What follows belongs to an exercise in optimizing a design on an open flow for small area and a short achievable clock period; a production flow would make more cautious choices. Function was checked by simulation only, so behaviour that the tests miss may differ from the original.

run A:
==> flow/design.v (excerpt) <==
module aes_round_top (
    input  wire         clk,
    input  wire         rst,
    input  wire         in_valid,
    input  wire [127:0] state_in,
    input  wire [127:0] round_key,
    output wire         out_valid,
    output wire [127:0] state_out
);
Size in the first run: ~450 flip-flops, roughly 35000 um^2 of cells after synthesis.
Settings: LEC_CHECK=0, CAP_MARGIN=20, CORE_MARGIN=2, CORE_UTILIZATION=50, PLACE_DENSITY=0.65, SETUP_SLACK_MARGIN=4.0, SLEW_MARGIN=20, SYNTH_HIERARCHICAL=1, SYNTH_MINIMUM_KEEP_SIZE=0; clock period 7.0 ns.
run.sh (not shown) runs the stock make flow with config.mk's settings and CLKGATE_MAP_FILE= SYNTH_SCRIPT=/design/flow/synth_recipe.tcl, a recipe that flattens the netlist after the stock synthesis.
Relative to run A, the following input files were edited for run B:
- setting CTS_CLUSTER_SIZE to 30 for the first time
- setting CTS_CLUSTER_DIAMETER to 100 for the first time
- changing SETUP_SLACK_MARGIN from 4.0 to 4.2
==> flow/flow/run.sh (new file) <==
#!/bin/bash
set -euo pipefail
export BUFFER_PORTS_ARGS="-buffer_cell sky130_fd_sc_hd__buf_1"
bash standard.sh > standard_flow.log 2>&1
==> flow/standard.sh (new file) <==
#!/bin/bash
# synth_recipe.tcl (not shown) runs the flow's synth.tcl, then flattens the netlist and writes it again
# the make line also repeats each setting of config.mk as NAME=value (left out here)
make -C /OpenROAD-flow-scripts/flow DESIGN_CONFIG=/design/flow/config.mk WORK_HOME=/design/flow/orfs CLKGATE_MAP_FILE= SYNTH_SCRIPT=/design/flow/synth_recipe.tcl "${@:-finish}"
removed: flow/run.sh
### Flow results
- Utilization in run B vs run A: down 5.8 points
- Diff run A -> run B | global-route wire length before repair | decrease of about 3.7%
- [compare] base=run A new=run B: worst slew slack as a fraction of its limit shows a reduction of 9.6 points, via count of the first global-routing pass shows a reduction of about 3%, half-perimeter wire length after detailed placement shows a reduction of 1.4 mm, total global-route track usage shows a reduction of 0.84 points, routed wire length shows a reduction of about 6.5%.
Modified inputs, run C compared to run B
- CTS_CLUSTER_DIAMETER no longer set, was 100
- CTS_CLUSTER_SIZE no longer set, was 30
==> flow/flow/run.sh <==
#!/bin/bash
set -euo pipefail
export BUFFER_PORTS_ARGS="-buffer_cell sky130_fd_sc_hd__buf_2"
bash standard.sh > standard_flow.log 2>&1
### Flow results
Run B went all the way through synthesis, placement and routing and the layout is clean on timing, DRC and antenna. Both conditions hold for run C: the flow ran to the end and the final layout passed the timing, design-rule and antenna checks. Between run B and run C, the difference in final net count is negligible. Sort run B and run C by clock transition time at the flip-flop clock pins of the worst setup and hold paths desc -> top: run B.
[inputs] run D vs run C
- setting CTS_BUF_LIST to sky130_fd_sc_hd__clkbuf_8 sky130_fd_sc_hd__clkbuf_16 for the first time
- changing SETUP_SLACK_MARGIN from 4.2 to 4.05
==> flow/flow/run.sh <==
#!/bin/bash
set -euo pipefail
export BUFFER_PORTS_ARGS="-buffer_cell sky130_fd_sc_hd__buf_1"
bash standard.sh > standard_flow.log 2>&1
Findings:
In the flow results for run D and run C, the fraction of final layout cells sized beyond drive strength 1 is larger on run C. Across both runs, post-CTS setup-driven buffer insertion count was lower for run D than for run C. Comparing run C with run D, the wire length of the first global-routing pass came out essentially unchanged. Diff run D..run C | width of the die | unchanged. Of run D and run C, the run reporting the lower met3 usage was run D. Changes observed in run D relative to run C: sequential cell area now sits lower, post-route standard cell area excluding fillers now sits lower, routed wire length now sits lower, highest attainable clock frequency now sits lower.
What run E does differently from run D at the input level:
- a deleted CTS_BUF_LIST that had been sky130_fd_sc_hd__clkbuf_8 sky130_fd_sc_hd__clkbuf_16
==> flow/flow/run.sh <==
#!/bin/bash
set -euo pipefail
export BUFFER_PORTS_ARGS="-buffer_cell sky130_fd_sc_hd__buf_2"
bash standard.sh > standard_flow.log 2>&1
Notes after the runs:
Cmp run E and run D / final-layout non-clock buffer area share / higher: run E. NOTE: cell area in run E exceeds that of run D. Run E vs run D: wire length of the first global-routing pass down slightly. Core utilization: run E higher than run D. Post-route fraction of the period consumed by the critical path was lower in the run labelled run D. Looking at highest signal layer in the routed design, the met5 result is from run E; the met4 one comes from run D. Synthesis-stage register bit count came out exactly the same in run E and run D. [compare] base=run D new=run E: minimum clock period now sits higher, final setup slack of the worst path now sits lower.

re-timing with driven ports:
The flow's constraints put no driver on any port. The routed layouts listed below were extracted and timed again, unchanged, in two steps.
Step 1 assumes that a clkbuf_16 drives the clock port and a buf_2 every other input.
Step 2 times the ports against the registers' clock, not the clock port: input delays grow and output delays shrink by t, the midpoint of the rising clock arrivals with the driver on.
Three values: no drivers, after step 1, after step 2; two values: the first two.
run | t, ns | setup slack, ns | hold WS [ns] | pins driven straight from the clock port
run A | 0.664 | 3.929 / 3.962 / 3.306 | 0.441 / 0.441 / 0.441 | 1
run B | 0.633 | 4.185 / 4.218 / 3.586 | 0.447 / 0.447 / 0.447 | 1
run C | 0.657 | 4.206 / 4.245 / 3.588 | 0.438 / 0.438 / 0.438 | 1
run D | 0.649 | 4.101 / 4.134 / 3.485 | 0.443 / 0.443 / 0.443 | 1
run E | 0.661 | 4.031 / 4.075 / 3.414 | 0.442 / 0.442 / 0.442 | 1
After both steps setup and hold are still met in every run listed. For run A, which loses most, drivers alone change the setup slack by +0.033 ns; drivers and shift together by -0.623 ns.
